From an optimization exercise on the open Yosys and OpenROAD flow, aimed at small area; shortcuts taken in it are not production practice. In this exercise RTL edits were held to simulation tests only and were not proved equivalent to the original. Power and IR drop assume default switching activity.

--- flow/constraint.sdc ---
create_clock -name core_clock -period 7.5 [get_ports {clk}]
set_input_delay 1.5000 -clock core_clock [delete_from_list [all_inputs] [get_ports {clk}]]
set_output_delay 1.5000 -clock core_clock [all_outputs]
set_load 0.01 [all_outputs]
--- flow/design.v ---
module REG8_hold(clk,rst_n,in,out,s);
parameter N=8;
input clk,s,rst_n;
input [N-1:0] in;
output [N-1:0] out;
reg [N-1:0] out;
always @ (posedge clk or negedge rst_n)
begin
    if (!rst_n) out <= {N{1'b0}};
    else if (!s) out <= in;
end
endmodule
module REG24_hold(clk,rst_n,in,out);
parameter N=24;
input clk,rst_n;
input [N-1:0] in;
output [N-1:0] out;
reg [N-1:0] out;
always @ (posedge clk or negedge rst_n)
begin
    if (!rst_n) out <= {N{1'b0}};
    else out <= in;
end
endmodule
module FA(a, b, c, s, co);
input a, b, c;
output s, co;
assign s = a ^ b ^ c;
assign co = (a & b) | (a & c) | (b & c);
endmodule
module HA(a, b, s, co);
input a, b;
output s, co;
assign s = a ^ b;
assign co = a & b;
endmodule
module PE_c1(Err_mac, Err_mult, w, a, c_out, k_out);
input Err_mac, Err_mult;
input [7:0] w, a;
output [15:0] c_out;
output [0:0] k_out;
wire [7:0] x = {a[7] & ~(Err_mac | Err_mult), a[6:0] & {7{~Err_mac}}};
wire [7:0] y = {w[7:2] & {6{~Err_mult}}, w[1], Err_mult ? ~w[1] : w[0]};
wire n1, n2, n3, n4, n5, n6, n7, n8, n9, n10, n11, n12, n13, n14, n15, n16, n17, n18, n19, n20, n21, n22, n23, n24, n25, n26, n27, n28, n29, n30, n31, n32, n33, n34, n35, n36, n37, n38, n39, n40, n41, n42, n43, n44, n45, n46, n47, n48, n49, n50, n51, n52, n53, n54, n55, n56, n57, n58, n59, n60, n61, n62, n63, n64, n65, n66, n67, n68, n69, n70, n71, n72, n73, n74, n75, n76, n77, n78, n79, n80, n81, n82, n83, n84, n85, n86, n87, n88, n89, n90, n91, n92, n93, n94, n95, n96, n97, n98, n99, n100, n101, n102, n103, n104, n105, n106, n107, n108, n109, n110, n111, n112, n113, n114, n115, n116, n117, n118, n119, n120, n121, n122, n123, n124, n125, n126, n127, n128, n129, n130, n131, n132, n133, n134, n135, n136, n137, n138, n139, n140, n141, n142, n143, n144, n145, n146, n147, n148, n149, n150, n151, n152, n153, n154, n155, n156, n157, n158, n159, n160, n161, n162, n163, n164, n165, n166, n167, n168, n169, n170, n171, n172, n173, n174, n175, n176, n177;
assign n1 = x[0] & y[0];
assign n2 = x[0] & y[1];
assign n3 = x[0] & y[2];
assign n4 = x[0] & y[3];
assign n5 = x[0] & y[4];
assign n6 = x[0] & y[5];
assign n7 = x[0] & y[6];
assign n8 = ~(x[0] & y[7]);
assign n9 = x[1] & y[0];
assign n10 = x[1] & y[1];
assign n11 = x[1] & y[2];
assign n12 = x[1] & y[3];
assign n13 = x[1] & y[4];
assign n14 = x[1] & y[5];
assign n15 = x[1] & y[6];
assign n16 = ~(x[1] & y[7]);
assign n17 = x[2] & y[0];
assign n18 = x[2] & y[1];
assign n19 = x[2] & y[2];
assign n20 = x[2] & y[3];
assign n21 = x[2] & y[4];
assign n22 = x[2] & y[5];
assign n23 = x[2] & y[6];
assign n24 = ~(x[2] & y[7]);
assign n25 = x[3] & y[0];
assign n26 = x[3] & y[1];
assign n27 = x[3] & y[2];
assign n28 = x[3] & y[3];
assign n29 = x[3] & y[4];
assign n30 = x[3] & y[5];
assign n31 = x[3] & y[6];
assign n32 = ~(x[3] & y[7]);
assign n33 = x[4] & y[0];
assign n34 = x[4] & y[1];
assign n35 = x[4] & y[2];
assign n36 = x[4] & y[3];
assign n37 = x[4] & y[4];
assign n38 = x[4] & y[5];
assign n39 = x[4] & y[6];
assign n40 = ~(x[4] & y[7]);
assign n41 = x[5] & y[0];
assign n42 = x[5] & y[1];
assign n43 = x[5] & y[2];
assign n44 = x[5] & y[3];
assign n45 = x[5] & y[4];
assign n46 = x[5] & y[5];
assign n47 = x[5] & y[6];
assign n48 = ~(x[5] & y[7]);
assign n49 = x[6] & y[0];
assign n50 = x[6] & y[1];
assign n51 = x[6] & y[2];
assign n52 = x[6] & y[3];
assign n53 = x[6] & y[4];
assign n54 = x[6] & y[5];
assign n55 = x[6] & y[6];
assign n56 = ~(x[6] & y[7]);
assign n57 = ~(x[7] & y[0]);
assign n58 = ~(x[7] & y[1]);
assign n59 = ~(x[7] & y[2]);
assign n60 = ~(x[7] & y[3]);
assign n61 = ~(x[7] & y[4]);
assign n62 = ~(x[7] & y[5]);
assign n63 = ~(x[7] & y[6]);
assign n64 = x[7] & y[7];
HA u_n65 (n7, n14, n65, n66);
FA u_n67 (n8, n15, n22, n67, n68);
HA u_n69 (n29, n36, n69, n70);
FA u_n71 (n16, n23, n30, n71, n72);
FA u_n73 (n37, n44, n51, n73, n74);
FA u_n75 (n24, n31, n38, n75, n76);
HA u_n77 (n5, n12, n77, n78);
FA u_n79 (n6, n13, n20, n79, n80);
HA u_n81 (n27, n34, n81, n82);
FA u_n83 (n65, n21, n28, n83, n84);
FA u_n85 (n35, n42, n49, n85, n86);
FA u_n87 (n66, n67, n69, n87, n88);
FA u_n89 (n43, n50, n57, n89, n90);
FA u_n91 (n68, n70, n71, n91, n92);
FA u_n93 (n73, n58, 1'b1, n93, n94);
FA u_n95 (n72, n74, n75, n95, n96);
FA u_n97 (n45, n52, n59, n97, n98);
FA u_n99 (n76, n32, n39, n99, n100);
FA u_n101 (n46, n53, n60, n101, n102);
FA u_n103 (n40, n47, n54, n103, n104);
HA u_n105 (n4, n11, n105, n106);
FA u_n107 (n77, n19, n26, n107, n108);
FA u_n109 (n78, n79, n81, n109, n110);
FA u_n111 (n80, n82, n83, n111, n112);
FA u_n113 (n84, n86, n87, n113, n114);
FA u_n115 (n88, n90, n91, n115, n116);
FA u_n117 (n92, n94, n95, n117, n118);
FA u_n119 (n96, n98, n99, n119, n120);
FA u_n121 (n100, n102, n103, n121, n122);
FA u_n123 (n104, n48, n55, n123, n124);
HA u_n125 (n3, n10, n125, n126);
FA u_n127 (n105, n18, n25, n127, n128);
FA u_n129 (n106, n107, n33, n129, n130);
FA u_n131 (n108, n109, n41, n131, n132);
FA u_n133 (n110, n111, n85, n133, n134);
FA u_n135 (n112, n113, n89, n135, n136);
FA u_n137 (n114, n115, n93, n137, n138);
FA u_n139 (n116, n117, n97, n139, n140);
FA u_n141 (n118, n119, n101, n141, n142);
FA u_n143 (n120, n121, n61, n143, n144);
FA u_n145 (n122, n123, n62, n145, n146);
FA u_n147 (n124, n56, n63, n147, n148);
HA u_n149 (n2, n9, n149, n150);
FA u_n151 (n125, n17, n150, n151, n152);
FA u_n153 (n126, n127, n152, n153, n154);
FA u_n155 (n128, n129, n154, n155, n156);
FA u_n157 (n130, n131, n156, n157, n158);
FA u_n159 (n132, n133, n158, n159, n160);
FA u_n161 (n134, n135, n160, n161, n162);
FA u_n163 (n136, n137, n162, n163, n164);
FA u_n165 (n138, n139, n164, n165, n166);
FA u_n167 (n140, n141, n166, n167, n168);
HA u_n169 (n142, n143, n169, n170);
FA u_n171 (n144, n145, n170, n171, n172);
FA u_n173 (n146, n147, n172, n173, n174);
FA u_n175 (n148, n64, n174, n175, n176);
assign n177 = 1'b1 ^ n176;
assign c_out = {n177, n175, n173, n171, n169, n167, n165, n163, n161, n159, n157, n155, n153, n151, n149, n1};
assign k_out = {n168};
endmodule
module PE_c2(Err_mac, Err_mult, w, a, c_in, k_in, c_out, k_out);
input Err_mac, Err_mult;
input [7:0] w, a;
input [15:0] c_in;
input [0:0] k_in;
output [16:0] c_out;
output [0:0] k_out;
wire [7:0] x = {a[7] & ~(Err_mac | Err_mult), a[6:0] & {7{~Err_mac}}};
wire [7:0] y = {w[7:2] & {6{~Err_mult}}, w[1], Err_mult ? ~w[1] : w[0]};
wire n1, n2, n3, n4, n5, n6, n7, n8, n9, n10, n11, n12, n13, n14, n15, n16, n17, n18, n19, n20, n21, n22, n23, n24, n25, n26, n27, n28, n29, n30, n31, n32, n33, n34, n35, n36, n37, n38, n39, n40, n41, n42, n43, n44, n45, n46, n47, n48, n49, n50, n51, n52, n53, n54, n55, n56, n57, n58, n59, n60, n61, n62, n63, n64, n65, n66, n67, n68, n69, n70, n71, n72, n73, n74, n75, n76, n77, n78, n79, n80, n81, n82, n83, n84, n85, n86, n87, n88, n89, n90, n91, n92, n93, n94, n95, n96, n97, n98, n99, n100, n101, n102, n103, n104, n105, n106, n107, n108, n109, n110, n111, n112, n113, n114, n115, n116, n117, n118, n119, n120, n121, n122, n123, n124, n125, n126, n127, n128, n129, n130, n131, n132, n133, n134, n135, n136, n137, n138, n139, n140, n141, n142, n143, n144, n145, n146, n147, n148, n149, n150, n151, n152, n153, n154, n155, n156, n157, n158, n159, n160, n161, n162, n163, n164, n165, n166, n167, n168, n169, n170, n171, n172, n173, n174, n175, n176, n177, n178, n179, n180, n181, n182, n183, n184, n185, n186, n187, n188, n189, n190, n191, n192, n193, n194, n195, n196, n197, n198, n199, n200, n201, n202, n203, n204, n205, n206, n207, n208, n209, n210, n211, n212, n213, n214, n215, n216, n217, n218, n219, n220;
assign n1 = x[0] & y[0];
assign n2 = x[0] & y[1];
assign n3 = x[0] & y[2];
assign n4 = x[0] & y[3];
assign n5 = x[0] & y[4];
assign n6 = x[0] & y[5];
assign n7 = x[0] & y[6];
assign n8 = ~(x[0] & y[7]);
assign n9 = x[1] & y[0];
assign n10 = x[1] & y[1];
assign n11 = x[1] & y[2];
assign n12 = x[1] & y[3];
assign n13 = x[1] & y[4];
assign n14 = x[1] & y[5];
assign n15 = x[1] & y[6];
assign n16 = ~(x[1] & y[7]);
assign n17 = x[2] & y[0];
assign n18 = x[2] & y[1];
assign n19 = x[2] & y[2];
assign n20 = x[2] & y[3];
assign n21 = x[2] & y[4];
assign n22 = x[2] & y[5];
assign n23 = x[2] & y[6];
assign n24 = ~(x[2] & y[7]);
assign n25 = x[3] & y[0];
assign n26 = x[3] & y[1];
assign n27 = x[3] & y[2];
assign n28 = x[3] & y[3];
assign n29 = x[3] & y[4];
assign n30 = x[3] & y[5];
assign n31 = x[3] & y[6];
assign n32 = ~(x[3] & y[7]);
assign n33 = x[4] & y[0];
assign n34 = x[4] & y[1];
assign n35 = x[4] & y[2];
assign n36 = x[4] & y[3];
assign n37 = x[4] & y[4];
assign n38 = x[4] & y[5];
assign n39 = x[4] & y[6];
assign n40 = ~(x[4] & y[7]);
assign n41 = x[5] & y[0];
assign n42 = x[5] & y[1];
assign n43 = x[5] & y[2];
assign n44 = x[5] & y[3];
assign n45 = x[5] & y[4];
assign n46 = x[5] & y[5];
assign n47 = x[5] & y[6];
assign n48 = ~(x[5] & y[7]);
assign n49 = x[6] & y[0];
assign n50 = x[6] & y[1];
assign n51 = x[6] & y[2];
assign n52 = x[6] & y[3];
assign n53 = x[6] & y[4];
assign n54 = x[6] & y[5];
assign n55 = x[6] & y[6];
assign n56 = ~(x[6] & y[7]);
assign n57 = ~(x[7] & y[0]);
assign n58 = ~(x[7] & y[1]);
assign n59 = ~(x[7] & y[2]);
assign n60 = ~(x[7] & y[3]);
assign n61 = ~(x[7] & y[4]);
assign n62 = ~(x[7] & y[5]);
assign n63 = ~(x[7] & y[6]);
assign n64 = x[7] & y[7];
assign n65 = ~c_in[15];
HA u_n66 (n6, n13, n66, n67);
FA u_n68 (n7, n14, n21, n68, n69);
HA u_n70 (n28, n35, n70, n71);
FA u_n72 (n8, n15, n22, n72, n73);
FA u_n74 (n29, n36, n43, n74, n75);
HA u_n76 (n50, n57, n76, n77);
FA u_n78 (n16, n23, n30, n78, n79);
FA u_n80 (n37, n44, n51, n80, n81);
FA u_n82 (n58, c_in[8], 1'b1, n82, n83);
FA u_n84 (n24, n31, n38, n84, n85);
FA u_n86 (n45, n52, n59, n86, n87);
FA u_n88 (n32, n39, n46, n88, n89);
HA u_n90 (n40, n47, n90, n91);
HA u_n92 (n4, n11, n92, n93);
FA u_n94 (n5, n12, n19, n94, n95);
HA u_n96 (n26, n33, n96, n97);
FA u_n98 (n66, n20, n27, n98, n99);
FA u_n100 (n34, n41, c_in[5], n100, n101);
FA u_n102 (n67, n68, n70, n102, n103);
FA u_n104 (n42, n49, c_in[6], n104, n105);
FA u_n106 (n69, n71, n72, n106, n107);
FA u_n108 (n74, n76, c_in[7], n108, n109);
FA u_n110 (n73, n75, n77, n110, n111);
FA u_n112 (n78, n80, n82, n112, n113);
FA u_n114 (n79, n81, n83, n114, n115);
FA u_n116 (n84, n86, c_in[9], n116, n117);
FA u_n118 (n85, n87, n88, n118, n119);
FA u_n120 (n53, n60, c_in[10], n120, n121);
FA u_n122 (n89, n90, n54, n122, n123);
FA u_n124 (n61, c_in[11], k_in[0], n124, n125);
FA u_n126 (n91, n48, n55, n126, n127);
HA u_n128 (n62, c_in[12], n128, n129);
HA u_n130 (n56, n63, n130, n131);
HA u_n132 (n3, n10, n132, n133);
FA u_n134 (n92, n18, n25, n134, n135);
FA u_n136 (n93, n94, n96, n136, n137);
FA u_n138 (n95, n97, n98, n138, n139);
FA u_n140 (n99, n101, n102, n140, n141);
FA u_n142 (n103, n105, n106, n142, n143);
FA u_n144 (n107, n109, n110, n144, n145);
FA u_n146 (n111, n113, n114, n146, n147);
FA u_n148 (n115, n117, n118, n148, n149);
FA u_n150 (n119, n121, n122, n150, n151);
FA u_n152 (n123, n125, n126, n152, n153);
FA u_n154 (n127, n129, n130, n154, n155);
HA u_n156 (n131, n64, n156, n157);
HA u_n158 (n2, n9, n158, n159);
FA u_n160 (n132, n17, c_in[2], n160, n161);
FA u_n162 (n133, n134, c_in[3], n162, n163);
FA u_n164 (n135, n136, c_in[4], n164, n165);
FA u_n166 (n137, n138, n100, n166, n167);
FA u_n168 (n139, n140, n104, n168, n169);
FA u_n170 (n141, n142, n108, n170, n171);
FA u_n172 (n143, n144, n112, n172, n173);
FA u_n174 (n145, n146, n116, n174, n175);
FA u_n176 (n147, n148, n120, n176, n177);
FA u_n178 (n149, n150, n124, n178, n179);
FA u_n180 (n151, n152, n128, n180, n181);
FA u_n182 (n153, n154, c_in[13], n182, n183);
FA u_n184 (n155, n156, c_in[14], n184, n185);
HA u_n186 (n157, n65, n186, n187);
HA u_n188 (n1, c_in[0], n188, n189);
FA u_n190 (n158, c_in[1], n189, n190, n191);
FA u_n192 (n159, n160, n191, n192, n193);
FA u_n194 (n161, n162, n193, n194, n195);
FA u_n196 (n163, n164, n195, n196, n197);
FA u_n198 (n165, n166, n197, n198, n199);
FA u_n200 (n167, n168, n199, n200, n201);
FA u_n202 (n169, n170, n201, n202, n203);
FA u_n204 (n171, n172, n203, n204, n205);
FA u_n206 (n173, n174, n205, n206, n207);
FA u_n208 (n175, n176, n207, n208, n209);
HA u_n210 (n177, n178, n210, n211);
FA u_n212 (n179, n180, n211, n212, n213);
FA u_n214 (n181, n182, n213, n214, n215);
FA u_n216 (n183, n184, n215, n216, n217);
FA u_n218 (n185, n186, n217, n218, n219);
assign n220 = n187 ^ 1'b1 ^ n219;
assign c_out = {n220, n218, n216, n214, n212, n210, n208, n206, n204, n202, n200, n198, n196, n194, n192, n190, n188};
assign k_out = {n209};
endmodule
module PE_c3(Err_mac, Err_mult, w, a, c_in, k_in, c_out, k_out);
input Err_mac, Err_mult;
input [7:0] w, a;
input [16:0] c_in;
input [0:0] k_in;
output [16:0] c_out;
output [0:0] k_out;
wire [7:0] x = {a[7] & ~(Err_mac | Err_mult), a[6:0] & {7{~Err_mac}}};
wire [7:0] y = {w[7:2] & {6{~Err_mult}}, w[1], Err_mult ? ~w[1] : w[0]};
wire n1, n2, n3, n4, n5, n6, n7, n8, n9, n10, n11, n12, n13, n14, n15, n16, n17, n18, n19, n20, n21, n22, n23, n24, n25, n26, n27, n28, n29, n30, n31, n32, n33, n34, n35, n36, n37, n38, n39, n40, n41, n42, n43, n44, n45, n46, n47, n48, n49, n50, n51, n52, n53, n54, n55, n56, n57, n58, n59, n60, n61, n62, n63, n64, n65, n66, n67, n68, n69, n70, n71, n72, n73, n74, n75, n76, n77, n78, n79, n80, n81, n82, n83, n84, n85, n86, n87, n88, n89, n90, n91, n92, n93, n94, n95, n96, n97, n98, n99, n100, n101, n102, n103, n104, n105, n106, n107, n108, n109, n110, n111, n112, n113, n114, n115, n116, n117, n118, n119, n120, n121, n122, n123, n124, n125, n126, n127, n128, n129, n130, n131, n132, n133, n134, n135, n136, n137, n138, n139, n140, n141, n142, n143, n144, n145, n146, n147, n148, n149, n150, n151, n152, n153, n154, n155, n156, n157, n158, n159, n160, n161, n162, n163, n164, n165, n166, n167, n168, n169, n170, n171, n172, n173, n174, n175, n176, n177, n178, n179, n180, n181, n182, n183, n184, n185, n186, n187, n188, n189, n190, n191, n192, n193, n194, n195, n196, n197, n198, n199, n200, n201, n202, n203, n204, n205, n206, n207, n208, n209, n210, n211, n212, n213, n214, n215, n216, n217, n218, n219, n220;
assign n1 = x[0] & y[0];
assign n2 = x[0] & y[1];
assign n3 = x[0] & y[2];
assign n4 = x[0] & y[3];
assign n5 = x[0] & y[4];
assign n6 = x[0] & y[5];
assign n7 = x[0] & y[6];
assign n8 = ~(x[0] & y[7]);
assign n9 = x[1] & y[0];
assign n10 = x[1] & y[1];
assign n11 = x[1] & y[2];
assign n12 = x[1] & y[3];
assign n13 = x[1] & y[4];
assign n14 = x[1] & y[5];
assign n15 = x[1] & y[6];
assign n16 = ~(x[1] & y[7]);
assign n17 = x[2] & y[0];
assign n18 = x[2] & y[1];
assign n19 = x[2] & y[2];
assign n20 = x[2] & y[3];
assign n21 = x[2] & y[4];
assign n22 = x[2] & y[5];
assign n23 = x[2] & y[6];
assign n24 = ~(x[2] & y[7]);
assign n25 = x[3] & y[0];
assign n26 = x[3] & y[1];
assign n27 = x[3] & y[2];
assign n28 = x[3] & y[3];
assign n29 = x[3] & y[4];
assign n30 = x[3] & y[5];
assign n31 = x[3] & y[6];
assign n32 = ~(x[3] & y[7]);
assign n33 = x[4] & y[0];
assign n34 = x[4] & y[1];
assign n35 = x[4] & y[2];
assign n36 = x[4] & y[3];
assign n37 = x[4] & y[4];
assign n38 = x[4] & y[5];
assign n39 = x[4] & y[6];
assign n40 = ~(x[4] & y[7]);
assign n41 = x[5] & y[0];
assign n42 = x[5] & y[1];
assign n43 = x[5] & y[2];
assign n44 = x[5] & y[3];
assign n45 = x[5] & y[4];
assign n46 = x[5] & y[5];
assign n47 = x[5] & y[6];
assign n48 = ~(x[5] & y[7]);
assign n49 = x[6] & y[0];
assign n50 = x[6] & y[1];
assign n51 = x[6] & y[2];
assign n52 = x[6] & y[3];
assign n53 = x[6] & y[4];
assign n54 = x[6] & y[5];
assign n55 = x[6] & y[6];
assign n56 = ~(x[6] & y[7]);
assign n57 = ~(x[7] & y[0]);
assign n58 = ~(x[7] & y[1]);
assign n59 = ~(x[7] & y[2]);
assign n60 = ~(x[7] & y[3]);
assign n61 = ~(x[7] & y[4]);
assign n62 = ~(x[7] & y[5]);
assign n63 = ~(x[7] & y[6]);
assign n64 = x[7] & y[7];
assign n65 = ~c_in[16];
HA u_n66 (n6, n13, n66, n67);
FA u_n68 (n7, n14, n21, n68, n69);
HA u_n70 (n28, n35, n70, n71);
FA u_n72 (n8, n15, n22, n72, n73);
FA u_n74 (n29, n36, n43, n74, n75);
HA u_n76 (n50, n57, n76, n77);
FA u_n78 (n16, n23, n30, n78, n79);
FA u_n80 (n37, n44, n51, n80, n81);
FA u_n82 (n58, c_in[8], 1'b1, n82, n83);
FA u_n84 (n24, n31, n38, n84, n85);
FA u_n86 (n45, n52, n59, n86, n87);
FA u_n88 (n32, n39, n46, n88, n89);
HA u_n90 (n40, n47, n90, n91);
HA u_n92 (n4, n11, n92, n93);
FA u_n94 (n5, n12, n19, n94, n95);
HA u_n96 (n26, n33, n96, n97);
FA u_n98 (n66, n20, n27, n98, n99);
FA u_n100 (n34, n41, c_in[5], n100, n101);
FA u_n102 (n67, n68, n70, n102, n103);
FA u_n104 (n42, n49, c_in[6], n104, n105);
FA u_n106 (n69, n71, n72, n106, n107);
FA u_n108 (n74, n76, c_in[7], n108, n109);
FA u_n110 (n73, n75, n77, n110, n111);
FA u_n112 (n78, n80, n82, n112, n113);
FA u_n114 (n79, n81, n83, n114, n115);
FA u_n116 (n84, n86, c_in[9], n116, n117);
FA u_n118 (n85, n87, n88, n118, n119);
FA u_n120 (n53, n60, c_in[10], n120, n121);
FA u_n122 (n89, n90, n54, n122, n123);
FA u_n124 (n61, c_in[11], k_in[0], n124, n125);
FA u_n126 (n91, n48, n55, n126, n127);
HA u_n128 (n62, c_in[12], n128, n129);
HA u_n130 (n56, n63, n130, n131);
HA u_n132 (n3, n10, n132, n133);
FA u_n134 (n92, n18, n25, n134, n135);
FA u_n136 (n93, n94, n96, n136, n137);
FA u_n138 (n95, n97, n98, n138, n139);
FA u_n140 (n99, n101, n102, n140, n141);
FA u_n142 (n103, n105, n106, n142, n143);
FA u_n144 (n107, n109, n110, n144, n145);
FA u_n146 (n111, n113, n114, n146, n147);
FA u_n148 (n115, n117, n118, n148, n149);
FA u_n150 (n119, n121, n122, n150, n151);
FA u_n152 (n123, n125, n126, n152, n153);
FA u_n154 (n127, n129, n130, n154, n155);
HA u_n156 (n131, n64, n156, n157);
HA u_n158 (n2, n9, n158, n159);
FA u_n160 (n132, n17, c_in[2], n160, n161);
FA u_n162 (n133, n134, c_in[3], n162, n163);
FA u_n164 (n135, n136, c_in[4], n164, n165);
FA u_n166 (n137, n138, n100, n166, n167);
FA u_n168 (n139, n140, n104, n168, n169);
FA u_n170 (n141, n142, n108, n170, n171);
FA u_n172 (n143, n144, n112, n172, n173);
FA u_n174 (n145, n146, n116, n174, n175);
FA u_n176 (n147, n148, n120, n176, n177);
FA u_n178 (n149, n150, n124, n178, n179);
FA u_n180 (n151, n152, n128, n180, n181);
FA u_n182 (n153, n154, c_in[13], n182, n183);
FA u_n184 (n155, n156, c_in[14], n184, n185);
FA u_n186 (n157, c_in[15], 1'b1, n186, n187);
HA u_n188 (n1, c_in[0], n188, n189);
FA u_n190 (n158, c_in[1], n189, n190, n191);
FA u_n192 (n159, n160, n191, n192, n193);
FA u_n194 (n161, n162, n193, n194, n195);
FA u_n196 (n163, n164, n195, n196, n197);
FA u_n198 (n165, n166, n197, n198, n199);
FA u_n200 (n167, n168, n199, n200, n201);
FA u_n202 (n169, n170, n201, n202, n203);
FA u_n204 (n171, n172, n203, n204, n205);
FA u_n206 (n173, n174, n205, n206, n207);
FA u_n208 (n175, n176, n207, n208, n209);
HA u_n210 (n177, n178, n210, n211);
FA u_n212 (n179, n180, n211, n212, n213);
FA u_n214 (n181, n182, n213, n214, n215);
FA u_n216 (n183, n184, n215, n216, n217);
FA u_n218 (n185, n186, n217, n218, n219);
assign n220 = n187 ^ n65 ^ n219;
assign c_out = {n220, n218, n216, n214, n212, n210, n208, n206, n204, n202, n200, n198, n196, n194, n192, n190, n188};
assign k_out = {n209};
endmodule
module PE_c4(Err_mac, Err_mult, w, a, c_in, k_in, c_out, k_out);
input Err_mac, Err_mult;
input [7:0] w, a;
input [16:0] c_in;
input [0:0] k_in;
output [17:0] c_out;
output [0:0] k_out;
wire [7:0] x = {a[7] & ~(Err_mac | Err_mult), a[6:0] & {7{~Err_mac}}};
wire [7:0] y = {w[7:2] & {6{~Err_mult}}, w[1], Err_mult ? ~w[1] : w[0]};
wire n1, n2, n3, n4, n5, n6, n7, n8, n9, n10, n11, n12, n13, n14, n15, n16, n17, n18, n19, n20, n21, n22, n23, n24, n25, n26, n27, n28, n29, n30, n31, n32, n33, n34, n35, n36, n37, n38, n39, n40, n41, n42, n43, n44, n45, n46, n47, n48, n49, n50, n51, n52, n53, n54, n55, n56, n57, n58, n59, n60, n61, n62, n63, n64, n65, n66, n67, n68, n69, n70, n71, n72, n73, n74, n75, n76, n77, n78, n79, n80, n81, n82, n83, n84, n85, n86, n87, n88, n89, n90, n91, n92, n93, n94, n95, n96, n97, n98, n99, n100, n101, n102, n103, n104, n105, n106, n107, n108, n109, n110, n111, n112, n113, n114, n115, n116, n117, n118, n119, n120, n121, n122, n123, n124, n125, n126, n127, n128, n129, n130, n131, n132, n133, n134, n135, n136, n137, n138, n139, n140, n141, n142, n143, n144, n145, n146, n147, n148, n149, n150, n151, n152, n153, n154, n155, n156, n157, n158, n159, n160, n161, n162, n163, n164, n165, n166, n167, n168, n169, n170, n171, n172, n173, n174, n175, n176, n177, n178, n179, n180, n181, n182, n183, n184, n185, n186, n187, n188, n189, n190, n191, n192, n193, n194, n195, n196, n197, n198, n199, n200, n201, n202, n203, n204, n205, n206, n207, n208, n209, n210, n211, n212, n213, n214, n215, n216, n217, n218, n219, n220, n221, n222;
assign n1 = x[0] & y[0];
assign n2 = x[0] & y[1];
assign n3 = x[0] & y[2];
assign n4 = x[0] & y[3];
assign n5 = x[0] & y[4];
assign n6 = x[0] & y[5];
assign n7 = x[0] & y[6];
assign n8 = ~(x[0] & y[7]);
assign n9 = x[1] & y[0];
assign n10 = x[1] & y[1];
assign n11 = x[1] & y[2];
assign n12 = x[1] & y[3];
assign n13 = x[1] & y[4];
assign n14 = x[1] & y[5];
assign n15 = x[1] & y[6];
assign n16 = ~(x[1] & y[7]);
assign n17 = x[2] & y[0];
assign n18 = x[2] & y[1];
assign n19 = x[2] & y[2];
assign n20 = x[2] & y[3];
assign n21 = x[2] & y[4];
assign n22 = x[2] & y[5];
assign n23 = x[2] & y[6];
assign n24 = ~(x[2] & y[7]);
assign n25 = x[3] & y[0];
assign n26 = x[3] & y[1];
assign n27 = x[3] & y[2];
assign n28 = x[3] & y[3];
assign n29 = x[3] & y[4];
assign n30 = x[3] & y[5];
assign n31 = x[3] & y[6];
assign n32 = ~(x[3] & y[7]);
assign n33 = x[4] & y[0];
assign n34 = x[4] & y[1];
assign n35 = x[4] & y[2];
assign n36 = x[4] & y[3];
assign n37 = x[4] & y[4];
assign n38 = x[4] & y[5];
assign n39 = x[4] & y[6];
assign n40 = ~(x[4] & y[7]);
assign n41 = x[5] & y[0];
assign n42 = x[5] & y[1];
assign n43 = x[5] & y[2];
assign n44 = x[5] & y[3];
assign n45 = x[5] & y[4];
assign n46 = x[5] & y[5];
assign n47 = x[5] & y[6];
assign n48 = ~(x[5] & y[7]);
assign n49 = x[6] & y[0];
assign n50 = x[6] & y[1];
assign n51 = x[6] & y[2];
assign n52 = x[6] & y[3];
assign n53 = x[6] & y[4];
assign n54 = x[6] & y[5];
assign n55 = x[6] & y[6];
assign n56 = ~(x[6] & y[7]);
assign n57 = ~(x[7] & y[0]);
assign n58 = ~(x[7] & y[1]);
assign n59 = ~(x[7] & y[2]);
assign n60 = ~(x[7] & y[3]);
assign n61 = ~(x[7] & y[4]);
assign n62 = ~(x[7] & y[5]);
assign n63 = ~(x[7] & y[6]);
assign n64 = x[7] & y[7];
assign n65 = ~c_in[16];
HA u_n66 (n6, n13, n66, n67);
FA u_n68 (n7, n14, n21, n68, n69);
HA u_n70 (n28, n35, n70, n71);
FA u_n72 (n8, n15, n22, n72, n73);
FA u_n74 (n29, n36, n43, n74, n75);
HA u_n76 (n50, n57, n76, n77);
FA u_n78 (n16, n23, n30, n78, n79);
FA u_n80 (n37, n44, n51, n80, n81);
FA u_n82 (n58, c_in[8], 1'b1, n82, n83);
FA u_n84 (n24, n31, n38, n84, n85);
FA u_n86 (n45, n52, n59, n86, n87);
FA u_n88 (n32, n39, n46, n88, n89);
HA u_n90 (n40, n47, n90, n91);
HA u_n92 (n4, n11, n92, n93);
FA u_n94 (n5, n12, n19, n94, n95);
HA u_n96 (n26, n33, n96, n97);
FA u_n98 (n66, n20, n27, n98, n99);
FA u_n100 (n34, n41, c_in[5], n100, n101);
FA u_n102 (n67, n68, n70, n102, n103);
FA u_n104 (n42, n49, c_in[6], n104, n105);
FA u_n106 (n69, n71, n72, n106, n107);
FA u_n108 (n74, n76, c_in[7], n108, n109);
FA u_n110 (n73, n75, n77, n110, n111);
FA u_n112 (n78, n80, n82, n112, n113);
FA u_n114 (n79, n81, n83, n114, n115);
FA u_n116 (n84, n86, c_in[9], n116, n117);
FA u_n118 (n85, n87, n88, n118, n119);
FA u_n120 (n53, n60, c_in[10], n120, n121);
FA u_n122 (n89, n90, n54, n122, n123);
FA u_n124 (n61, c_in[11], k_in[0], n124, n125);
FA u_n126 (n91, n48, n55, n126, n127);
HA u_n128 (n62, c_in[12], n128, n129);
HA u_n130 (n56, n63, n130, n131);
HA u_n132 (n3, n10, n132, n133);
FA u_n134 (n92, n18, n25, n134, n135);
FA u_n136 (n93, n94, n96, n136, n137);
FA u_n138 (n95, n97, n98, n138, n139);
FA u_n140 (n99, n101, n102, n140, n141);
FA u_n142 (n103, n105, n106, n142, n143);
FA u_n144 (n107, n109, n110, n144, n145);
FA u_n146 (n111, n113, n114, n146, n147);
FA u_n148 (n115, n117, n118, n148, n149);
FA u_n150 (n119, n121, n122, n150, n151);
FA u_n152 (n123, n125, n126, n152, n153);
FA u_n154 (n127, n129, n130, n154, n155);
HA u_n156 (n131, n64, n156, n157);
HA u_n158 (n2, n9, n158, n159);
FA u_n160 (n132, n17, c_in[2], n160, n161);
FA u_n162 (n133, n134, c_in[3], n162, n163);
FA u_n164 (n135, n136, c_in[4], n164, n165);
FA u_n166 (n137, n138, n100, n166, n167);
FA u_n168 (n139, n140, n104, n168, n169);
FA u_n170 (n141, n142, n108, n170, n171);
FA u_n172 (n143, n144, n112, n172, n173);
FA u_n174 (n145, n146, n116, n174, n175);
FA u_n176 (n147, n148, n120, n176, n177);
FA u_n178 (n149, n150, n124, n178, n179);
FA u_n180 (n151, n152, n128, n180, n181);
FA u_n182 (n153, n154, c_in[13], n182, n183);
FA u_n184 (n155, n156, c_in[14], n184, n185);
FA u_n186 (n157, c_in[15], 1'b1, n186, n187);
HA u_n188 (n1, c_in[0], n188, n189);
FA u_n190 (n158, c_in[1], n189, n190, n191);
FA u_n192 (n159, n160, n191, n192, n193);
FA u_n194 (n161, n162, n193, n194, n195);
FA u_n196 (n163, n164, n195, n196, n197);
FA u_n198 (n165, n166, n197, n198, n199);
FA u_n200 (n167, n168, n199, n200, n201);
FA u_n202 (n169, n170, n201, n202, n203);
FA u_n204 (n171, n172, n203, n204, n205);
FA u_n206 (n173, n174, n205, n206, n207);
FA u_n208 (n175, n176, n207, n208, n209);
HA u_n210 (n177, n178, n210, n211);
FA u_n212 (n179, n180, n211, n212, n213);
FA u_n214 (n181, n182, n213, n214, n215);
FA u_n216 (n183, n184, n215, n216, n217);
FA u_n218 (n185, n186, n217, n218, n219);
FA u_n220 (n187, n65, n219, n220, n221);
assign n222 = 1'b1 ^ n221;
assign c_out = {n222, n220, n218, n216, n214, n212, n210, n208, n206, n204, n202, n200, n198, n196, n194, n192, n190, n188};
assign k_out = {n209};
endmodule
module CSUM_out(s, k, c);
input [17:0] s;
input [0:0] k;
output [23:0] c;
wire n1, n2, n3, n4, n5, n6, n7, n8, n9, n10, n11, n12, n13;
HA u_n1 (s[11], k[0], n1, n2);
HA u_n3 (s[12], n2, n3, n4);
HA u_n5 (s[13], n4, n5, n6);
HA u_n7 (s[14], n6, n7, n8);
HA u_n9 (s[15], n8, n9, n10);
HA u_n11 (s[16], n10, n11, n12);
assign n13 = s[17] ^ n12;
wire [17:0] r = {n13, n11, n9, n7, n5, n3, n1, s[10], s[9], s[8], s[7], s[6], s[5], s[4], s[3], s[2], s[1], s[0]};
assign c = {{6{r[17]}}, r};
endmodule
module PEreg_c1(Err_mac, Err_mult, w_in, a_in, w_out, a_out, c_out, k_out, clk, rst_n, hold);
input [7:0] w_in, a_in;
input Err_mac, Err_mult, clk, rst_n, hold;
output [7:0] w_out, a_out;
output [15:0] c_out;
output [0:0] k_out;
wire [15:0] p_sum;
wire [0:0] p_k;
PE_c1 PE_no_reg(Err_mac, Err_mult, w_out, a_out, p_sum, p_k);
REG8_hold regW(clk, rst_n, w_in, w_out, hold);
REG8_hold regA(clk, rst_n, a_in, a_out, 1'b0);
REG24_hold #(16) regC(clk, rst_n, p_sum, c_out);
REG24_hold #(1) regK(clk, rst_n, p_k, k_out);
endmodule
module PEreg_c2(Err_mac, Err_mult, w_in, a_in, c_in, k_in, w_out, a_out, c_out, k_out, clk, rst_n, hold);
input [7:0] w_in, a_in;
input [15:0] c_in;
input [0:0] k_in;
input Err_mac, Err_mult, clk, rst_n, hold;
output [7:0] w_out, a_out;
output [16:0] c_out;
output [0:0] k_out;
wire [16:0] p_sum;
wire [0:0] p_k;
PE_c2 PE_no_reg(Err_mac, Err_mult, w_out, a_out, c_in, k_in, p_sum, p_k);
REG8_hold regW(clk, rst_n, w_in, w_out, hold);
REG8_hold regA(clk, rst_n, a_in, a_out, 1'b0);
REG24_hold #(17) regC(clk, rst_n, p_sum, c_out);
REG24_hold #(1) regK(clk, rst_n, p_k, k_out);
endmodule
module PEreg_c3(Err_mac, Err_mult, w_in, a_in, c_in, k_in, w_out, a_out, c_out, k_out, clk, rst_n, hold);
input [7:0] w_in, a_in;
input [16:0] c_in;
input [0:0] k_in;
input Err_mac, Err_mult, clk, rst_n, hold;
output [7:0] w_out, a_out;
output [16:0] c_out;
output [0:0] k_out;
wire [16:0] p_sum;
wire [0:0] p_k;
PE_c3 PE_no_reg(Err_mac, Err_mult, w_out, a_out, c_in, k_in, p_sum, p_k);
REG8_hold regW(clk, rst_n, w_in, w_out, hold);
REG8_hold regA(clk, rst_n, a_in, a_out, 1'b0);
REG24_hold #(17) regC(clk, rst_n, p_sum, c_out);
REG24_hold #(1) regK(clk, rst_n, p_k, k_out);
endmodule
module PEreg_c4(Err_mac, Err_mult, w_in, a_in, c_in, k_in, w_out, a_out, c_out, k_out, clk, rst_n, hold);
input [7:0] w_in, a_in;
input [16:0] c_in;
input [0:0] k_in;
input Err_mac, Err_mult, clk, rst_n, hold;
output [7:0] w_out, a_out;
output [17:0] c_out;
output [0:0] k_out;
wire [17:0] p_sum;
wire [0:0] p_k;
PE_c4 PE_no_reg(Err_mac, Err_mult, w_out, a_out, c_in, k_in, p_sum, p_k);
REG8_hold regW(clk, rst_n, w_in, w_out, hold);
REG8_hold regA(clk, rst_n, a_in, a_out, 1'b0);
REG24_hold #(18) regC(clk, rst_n, p_sum, c_out);
REG24_hold #(1) regK(clk, rst_n, p_k, k_out);
endmodule
module Arr4x4(Err_mac, Err_mult,
             w1_in, w2_in, w3_in, w4_in,
             a1_in, a2_in, a3_in, a4_in,
             w1_out, w2_out, w3_out, w4_out,
             a1_out, a2_out, a3_out, a4_out,
             c1_out, c2_out, c3_out, c4_out,
             clk, rst_n, hold);
input [7:0] w1_in, w2_in, w3_in, w4_in;
input [7:0] a1_in, a2_in, a3_in, a4_in;
input clk, rst_n, hold;
input [15:0] Err_mac, Err_mult;
output [7:0] w1_out, w2_out, w3_out, w4_out;
output [7:0] a1_out, a2_out, a3_out, a4_out;
output [23:0] c1_out, c2_out, c3_out, c4_out;
wire [7:0] w11, a11;
wire [15:0] c11;
wire [0:0] k11;
wire [7:0] w12, a12;
wire [16:0] c12;
wire [0:0] k12;
wire [7:0] w13, a13;
wire [16:0] c13;
wire [0:0] k13;
wire [7:0] w14, a14;
wire [17:0] c14;
wire [0:0] k14;
wire [7:0] w21, a21;
wire [15:0] c21;
wire [0:0] k21;
wire [7:0] w22, a22;
wire [16:0] c22;
wire [0:0] k22;
wire [7:0] w23, a23;
wire [16:0] c23;
wire [0:0] k23;
wire [7:0] w24, a24;
wire [17:0] c24;
wire [0:0] k24;
wire [7:0] w31, a31;
wire [15:0] c31;
wire [0:0] k31;
wire [7:0] w32, a32;
wire [16:0] c32;
wire [0:0] k32;
wire [7:0] w33, a33;
wire [16:0] c33;
wire [0:0] k33;
wire [7:0] w34, a34;
wire [17:0] c34;
wire [0:0] k34;
wire [7:0] w41, a41;
wire [15:0] c41;
wire [0:0] k41;
wire [7:0] w42, a42;
wire [16:0] c42;
wire [0:0] k42;
wire [7:0] w43, a43;
wire [16:0] c43;
wire [0:0] k43;
wire [7:0] w44, a44;
wire [17:0] c44;
wire [0:0] k44;
PEreg_c1 PE11(Err_mac[0], Err_mult[0], w1_in, a1_in, w11, a11, c11, k11, clk, rst_n, hold);
PEreg_c1 PE21(Err_mac[1], Err_mult[1], w2_in, a11, w21, a21, c21, k21, clk, rst_n, hold);
PEreg_c1 PE31(Err_mac[2], Err_mult[2], w3_in, a21, w31, a31, c31, k31, clk, rst_n, hold);
PEreg_c1 PE41(Err_mac[3], Err_mult[3], w4_in, a31, w41, a41, c41, k41, clk, rst_n, hold);
PEreg_c2 PE12(Err_mac[4], Err_mult[4], w11, a2_in, c11, k11, w12, a12, c12, k12, clk, rst_n, hold);
PEreg_c2 PE22(Err_mac[5], Err_mult[5], w21, a12, c21, k21, w22, a22, c22, k22, clk, rst_n, hold);
PEreg_c2 PE32(Err_mac[6], Err_mult[6], w31, a22, c31, k31, w32, a32, c32, k32, clk, rst_n, hold);
PEreg_c2 PE42(Err_mac[7], Err_mult[7], w41, a32, c41, k41, w42, a42, c42, k42, clk, rst_n, hold);
PEreg_c3 PE13(Err_mac[8], Err_mult[8], w12, a3_in, c12, k12, w13, a13, c13, k13, clk, rst_n, hold);
PEreg_c3 PE23(Err_mac[9], Err_mult[9], w22, a13, c22, k22, w23, a23, c23, k23, clk, rst_n, hold);
PEreg_c3 PE33(Err_mac[10], Err_mult[10], w32, a23, c32, k32, w33, a33, c33, k33, clk, rst_n, hold);
PEreg_c3 PE43(Err_mac[11], Err_mult[11], w42, a33, c42, k42, w43, a43, c43, k43, clk, rst_n, hold);
PEreg_c4 PE14(Err_mac[12], Err_mult[12], w13, a4_in, c13, k13, w14, a14, c14, k14, clk, rst_n, hold);
PEreg_c4 PE24(Err_mac[13], Err_mult[13], w23, a14, c23, k23, w24, a24, c24, k24, clk, rst_n, hold);
PEreg_c4 PE34(Err_mac[14], Err_mult[14], w33, a24, c33, k33, w34, a34, c34, k34, clk, rst_n, hold);
PEreg_c4 PE44(Err_mac[15], Err_mult[15], w43, a34, c43, k43, w44, a44, c44, k44, clk, rst_n, hold);
CSUM_out out1(c14, k14, c1_out);
assign w1_out = w14;
assign a1_out = a41;
CSUM_out out2(c24, k24, c2_out);
assign w2_out = w24;
assign a2_out = a42;
CSUM_out out3(c34, k34, c3_out);
assign w3_out = w34;
assign a3_out = a43;
CSUM_out out4(c44, k44, c4_out);
assign w4_out = w44;
assign a4_out = a44;
endmodule
--- flow/flow/invpush.py ---
#!/usr/bin/env python3
"""Remove inverters around full-adder cells in a flat Yosys netlist.

A full adder is self-dual: FA(~a, ~b, ~c) = (~sum, ~cout). extract_fa often
leaves inverters on full-adder inputs and outputs; flipping the polarity of a
full adder (moving the inversion from its inputs to its outputs, or the other
way round) removes them. Each flip is taken only when it lowers the number of
inverters. The logic function of the netlist does not change.

usage: invpush.py IN.v OUT.v
"""
import re
import sys
from collections import defaultdict

OUT_PINS = {"X", "Y", "Q", "Q_N", "SUM", "COUT", "HI", "LO"}
INV_RE = re.compile(r"sky130_fd_sc_hd__(inv|clkinv)_\d+$")
FA_RE = re.compile(r"sky130_fd_sc_hd__fa_\d+$")

src = open(sys.argv[1]).read()
src = re.sub(r"^\s*\(\*.*?\*\)\s*\n", "", src, flags=re.M)

m = re.search(r"^module\s+(\S+)\s*\(", src, re.M)
mod_start = m.start()
end = src.index("endmodule", mod_start)
body = src[mod_start:end]

cell_re = re.compile(r"^  (sky130_fd_sc_hd__\w+)\s+(\S+)\s*\((.*?)\);\n", re.M | re.S)
pin_re = re.compile(r"\.(\w+)\(([^()]*)\)")

cells = {}
order = []
spans = []
for cm in cell_re.finditer(body):
    typ, name, pins = cm.group(1), cm.group(2), cm.group(3)
    pd = {p: n.strip() for p, n in pin_re.findall(pins)}
    cells[name] = [typ, pd]
    order.append(name)
    spans.append((cm.start(), cm.end()))

# nets that are used outside cell instances (ports, assigns): their polarity is fixed
rest = body
for s, e in reversed(spans):
    rest = rest[:s] + rest[e:]
fixed = set()
for am in re.finditer(r"assign\s+(.*?);", rest, re.S):
    for tok in re.findall(r"\\\S+(?:\s*\[\d+\])?|[A-Za-z_][\w$]*(?:\s*\[\d+\])?", am.group(1)):
        fixed.add(tok.strip())
ports = set()
for pm in re.finditer(r"^\s*(input|output|inout)\s+(?:\[(\d+):(\d+)\]\s+)?(\S+)\s*;", rest, re.M):
    nm = pm.group(4)
    ports.add(nm)
    if pm.group(2) is not None:
        a, b = int(pm.group(2)), int(pm.group(3))
        for i in range(min(a, b), max(a, b) + 1):
            fixed.add(f"{nm} [{i}]")
            fixed.add(f"{nm}[{i}]")
    else:
        fixed.add(nm)

drv = {}
loads = defaultdict(set)


def index():
    drv.clear()
    loads.clear()
    for name, (typ, pd) in cells.items():
        for p, n in pd.items():
            if p in OUT_PINS:
                drv[n] = (name, p)
            else:
                loads[n].add((name, p))


index()

new_id = [0]
new_wires = []


def fresh():
    new_id[0] += 1
    w = f"_invpush_{new_id[0]}_"
    new_wires.append(w)
    return w


def is_inv(name):
    return name in cells and INV_RE.match(cells[name][0])


def inv_of(net):
    """an existing inverter whose input is net, or None"""
    for (c, p) in loads.get(net, ()):
        if is_inv(c) and cells[c][1]["Y"] not in fixed:
            return c
    return None


def connect(c, p, net):
    old = cells[c][1][p]
    loads[old].discard((c, p))
    cells[c][1][p] = net
    loads[net].add((c, p))


def remove(c):
    for p, n in cells[c][1].items():
        if p in OUT_PINS:
            drv.pop(n, None)
        else:
            loads[n].discard((c, p))
    del cells[c]


inv_count = [0]


def add_inv(a):
    inv_count[0] += 1
    name = f"_invpush_inv_{inv_count[0]}_"
    y = fresh()
    cells[name] = ["sky130_fd_sc_hd__inv_1", {"A": a, "Y": y}]
    loads[a].add((name, "A"))
    drv[y] = (name, "Y")
    order.append(name)
    return name, y


def gain(f):
    typ, pd = cells[f]
    g = 0
    used = defaultdict(int)
    for p in ("A", "B", "CIN"):
        n = pd[p]
        d = drv.get(n)
        if d and is_inv(d[0]) and n not in fixed:
            used[d[0]] += 1
        elif inv_of(n) is None:
            g -= 1
    for c, k in used.items():
        out = cells[c][1]["Y"]
        if len(loads[out]) == k:
            g += 1
    for p in ("SUM", "COUT"):
        o = pd[p]
        other = 0
        for (c, q) in loads[o]:
            if is_inv(c) and cells[c][1]["Y"] not in fixed:
                g += 1
            else:
                other += 1
        if other or o in fixed:
            g -= 1
    return g


def flip(f):
    typ, pd = cells[f]
    for p in ("A", "B", "CIN"):
        n = pd[p]
        d = drv.get(n)
        if d and is_inv(d[0]) and n not in fixed:
            i = d[0]
            connect(f, p, cells[i][1]["A"])
            if not loads[n]:
                remove(i)
        else:
            j = inv_of(n)
            if j is None:
                j, _ = add_inv(n)
            connect(f, p, cells[j][1]["Y"])
    for p in ("SUM", "COUT"):
        o = pd[p]
        no = fresh()
        drv.pop(o, None)
        pd[p] = no
        drv[no] = (f, p)
        keep = o in fixed
        for (c, q) in list(loads[o]):
            if is_inv(c) and cells[c][1]["Y"] not in fixed:
                y = cells[c][1]["Y"]
                for (c2, q2) in list(loads[y]):
                    connect(c2, q2, no)
                remove(c)
            else:
                keep = True
        if keep:
            # an inverter from the new output rebuilds the old net
            inv_count[0] += 1
            name = f"_invpush_inv_{inv_count[0]}_"
            cells[name] = ["sky130_fd_sc_hd__inv_1", {"A": no, "Y": o}]
            loads[no].add((name, "A"))
            drv[o] = (name, "Y")
            order.append(name)


def ninv():
    return sum(1 for c in cells if is_inv(c))


before = ninv()
for it in range(50):
    changed = 0
    for f in list(cells):
        if f in cells and FA_RE.match(cells[f][0]) and gain(f) > 0:
            flip(f)
            changed += 1
    # inverters left with no load
    for c in list(cells):
        if c in cells and is_inv(c) and not loads[cells[c][1]["Y"]] and cells[c][1]["Y"] not in fixed:
            remove(c)
    if not changed:
        break
after = ninv()
sys.stderr.write(f"invpush: inverters {before} -> {after}\n")

# write back: drop the old cell instances, add wires and all cells before endmodule
out_body = rest
decl = "".join(f"  wire {w};\n" for w in new_wires)
inst = []
for name in order:
    if name not in cells:
        continue
    typ, pd = cells[name]
    pins = ",\n".join(f"    .{p}({n}{' ' if n.startswith(chr(92)) else ''})" for p, n in pd.items())
    inst.append(f"  {typ} {name} (\n{pins}\n  );\n")
# insert declarations after the port list header (first ';' after module)
hdr_end = out_body.index(";") + 1
out_body = out_body[:hdr_end] + "\n" + decl + out_body[hdr_end:]
out_body = out_body.rstrip() + "\n" + "".join(inst)
open(sys.argv[2], "w").write(src[:mod_start] + out_body + src[end:])
--- flow/flow/run.sh ---
#!/bin/bash
# Standard layout, with one netlist step added after synthesis: invpush.py
# removes inverters around full-adder cells (a full adder is self-dual), which
# leaves the logic and every register unchanged.
set -euo pipefail
W=$(pwd)
R=$W/orfs/results/$FLOW_PLATFORM/Arr4x4/base
bash standard.sh synth > $W/synth.log 2>&1
python3 $W/flow/invpush.py $R/1_2_yosys.v $R/1_2_yosys_invpush.v > $W/invpush.log 2>&1
cp $R/1_2_yosys.v $W/1_2_yosys_standard.v
mv $R/1_2_yosys_invpush.v $R/1_2_yosys.v
rm -f $R/1_synth.odb $R/1_synth.sdc
bash standard.sh > $W/layout.log 2>&1
--- flow/standard.sh ---
#!/bin/bash
# synth_recipe.tcl (not shown) runs the flow's synth.tcl, then flattens the netlist and writes it again
# the make line also repeats each setting of config.mk as NAME=value (left out here)
make -C /OpenROAD-flow-scripts/flow DESIGN_CONFIG=/design/flow/config.mk WORK_HOME=/design/flow/orfs CLKGATE_MAP_FILE= SYNTH_SCRIPT=/design/flow/synth_recipe.tcl "${@:-finish}"
--- flow/config.mk ---
export PLATFORM = sky130hd
export DESIGN_NAME = Arr4x4
export DESIGN_NICKNAME = Arr4x4
export VERILOG_FILES = /design/flow/design.v
export SDC_FILE = /design/flow/constraint.sdc
export NUM_CORES = 4
export LEC_CHECK = 0
export ABC_AREA = 1
export CAP_MARGIN = 20
export CORE_MARGIN = 2
export CORE_UTILIZATION = 40
export SLEW_MARGIN = 20
==> summary.txt <==
[power by group]
part | internal (mW) | switching (mW) | total [mW]
Sequential | 4.02 | 0.586 | 4.60
Clock | 2.21 | 1.33 | 3.54
Combinational | 4.00 | 4.44 | 8.44
Total | 10.2 | 6.36 | 16.6
[area by class of cell]
class                   instances  area, µm²
flip-flops and latches        544      13610
fillers                     10480      60460
multi-input cells            2754      27990
well taps                    1500       1877
clock inverters                33      456.7
repair buffers                348       3292
diodes                          1      2.502
clock buffers                  88       1973
inverters                     755       2834
[critical path: stages]
cell and delay (ns):
clkdlybuf4s50_1 0.52, buf_4 0.20, nor2_1 0.24, nand2_1 0.12, fa_1 0.49, inv_1 0.06
fa_1 0.53, fa_1 0.45, fa_1 0.44, fa_1 0.47, fa_1 0.46, fa_1 0.47
fa_1 0.46, fa_1 0.46, fa_1 0.49
[routing by layer]
metal / GRT usage (%) / share of wire (%) / vias to the layer above
met2: 32.73 / 47 / 635
met4: 6.874 / 3.3 / 2
met1: 28.90 / 46 / 14490
met5: 0 / 0.011 / -
li1: - / - / 12840
met3: 2.813 / 4.3 / 169
[final timing paths]
kind                                  start                 to  slack, ns
max                             Err_mult[8]  PE13.regC.out[10]       0.65
min                        PE21.regA.out[1]   PE31.regA.out[1]       0.38
max reg2reg                PE12.regW.out[1]  PE12.regC.out[10]       1.58
min reg2reg                PE21.regA.out[1]   PE31.regA.out[1]       0.38
max in group asynchronous             rst_n   PE44.regC.out[9]       5.24
min in group asynchronous             rst_n  PE11.regC.out[15]       0.90
[flip-flops by register name (all words and copies together), names as in the netlist, 17 cells and up]
signal / count
PE23.regC.out: 17
PE14.regC.out: 18
PE43.regC.out: 17
PE33.regC.out: 17
PE12.regC.out: 17
PE42.regC.out: 17
PE44.regC.out: 18
PE13.regC.out: 17
PE34.regC.out: 18
PE32.regC.out: 17
PE22.regC.out: 17
PE24.regC.out: 18
==> metrics.md <==
| Metric | Value |
|---|---|
| Result of the run | `no timing/DRC/antenna violations` |
| Total of hold buffers inserted after clock tree synthesis | `0` |
| Initial Util | `between 40% and 50%` |
| Cells on Worst Hold Path | `0` |
| Vias post-DR | `roughly 28,000` |
| Number of hold-slack violations in the final timing report | `0` |
| Number of H-tree levels | `3` |
| Layout Cells excl Fill | `6,023` |
| DRC violation count after routing | `0` |
| Vias per Instance | `about 4.7` |
| Post_cts resized | `0` |
| Final critical path time including I/O delays and setup | `6.853 ns` |
| Worst voltage drop across the vdd grid | `between 0.2 and 0.25 mV` |
| Cells after synthesis | `~4,200` |
| Num ports | `approximately 260` |
| Placed cells | `a little under 6,000` |
| Fraction of final layout cells sized beyond drive strength 1 | `about 4.6%` |
| Path depth of the worst reg2reg path | `15` |
| Wire length of the first global-routing pass | `~180,000 µm` |
| Number of global-route vias before repair | `31,860` |
| Sum of routed wire length over all layers | `between 100,000 and 150,000 µm` |
| Num CTS Buffers | `70` |
| Worst setup path category | `input port to register` |
| Skew-Pair Late Insertion Delay | `between 0.6 and 0.7 ns` |
| Die Wd | `340.8 µm` |
| Setup repair after global routing missed its margin | `false` |
| Worst setup slack after placement | `-0.04408 ns` |
| LEAKAGE | `26.07 nW` |
| Path category of the worst min-delay check | `register to register` |
| Area of all placed cells without fillers | `between 50,000 and 60,000 µm²` |
| Die footprint | `around 120,000 µm²` |
| Worst setup EP type | `register` |
| Iteration-0 DRC count of the detailed router | `between 1,500 and 2,000` |
| Area after DPL | `between 40,000 and 50,000 µm²` |
| Final-report setup violation count | `0` |
| Required @ worst endpoint | `about 8.0 ns` |
| Average wire per cell in the routed design | `~19 µm` |
| Total Nets Final | `between 5,000 and 6,000` |
| Kind of launch point of the worst setup path | `input port` |
| CTS Root Buffer Type | `clkbuf_16` |
| Fraction of the core area covered by cells at the end of the flow | `a little under half` |
| Clock net sink count | `about 540` |
| Total number of placement rows | `roughly 120` |
| WHS | `0.3833 ns` |
| Core box area | `112,500 µm²` |
| # Post-CTS Setup Buffers | `0` |
| Mapped Avg Cell Area | `~11 µm²` |
| Number of buffers on the longest clock path | `3` |
| Final setup margin | `about 0.65 ns` |
| Max Fanout on Critical Path | `5` |
| Number of antenna violations at the first check in global routing | `2` |
| ANT nets after route | `0` |
| TritonCTS clock tree | `done` |
| Most frequent standard cell in the layout excluding fill and tap cells | `fa_1` |
| Overall track demand over capacity in global routing | `about a fifth` |
| Max Fclk | `145.9 MHz` |
| Fraction of the cycle the final worst path needs | `between 90% and 100%` |
| Number of max-slew violations in the final report | `0` |
| Warnings, synthesis | `5` |
| Clock Pin Slew Worst Setup and Hold Paths | `approximately 0.06 ns` |
| Count of input and output buffers | `258` |
| Largest net degree at the start of global routing | `around 150` |
| Commonest non-fill, non-tap cells in the layout | `936 x fa_1, 750 x inv_1, 687 x nor2_1` |
| Post-DP HPWL | `between 90,000 and 100,000 µm` |
| Die height | `340.8 µm` |
| Setup total negative slack | `0 ns` |
| Number of detailed-routing iterations run before antenna repair | `5` |
| Mapped Nets | `between 5,000 and 6,000` |
| Syn-to-layout area delta | `14.68%` |
| Final RePlAce weighted congestion | `0.9358` |
| Transition time at the pin with the least slew margin | `between 0.9 and 1 ns` |
| Max-slew headroom | `36.52%` |
| Cell area after technology mapping | `~45,000 µm²` |
| Final Skew | `0.02312 ns` |
| Total grt overflow | `0` |
| Arrival time reported for the critical path endpoint | `about 7.4 ns` |
| Max capacitance violation total | `0` |
| Total Power Consumption | `~17 mW` |
| Power density over the cells | `318.7 nW/µm²` |

==> separate check: timing with driven ports <==
How much do the figures lean on ideal ports? The routed layout below was timed once more, with nothing changed but the port constraints.
Step 1 sets driving cells, clkbuf_16 on the clock port and buf_2 on the other inputs (assumed; they add their load-dependent delay and slew).
Step 2 times the ports against the registers' clock, not the clock port: input delays grow and output delays shrink by t, the midpoint of the rising clock arrivals with the driver on.
Three values: ideal ports, drivers, drivers and shift; two values: the first two.
t, ns: 0.702
setup slack, ns: 0.647 / 0.697 / -0.005
worst register clock-pin slew, ns: 0.06 / 0.06
worst data-port slew with drivers (ns): 0.13
pins driven straight from the clock port: 1
With both steps, setup timing fails in this run, where it was met with ideal ports. The setup slack of this run moves by +0.050 ns with the drivers and by -0.652 ns with both steps.
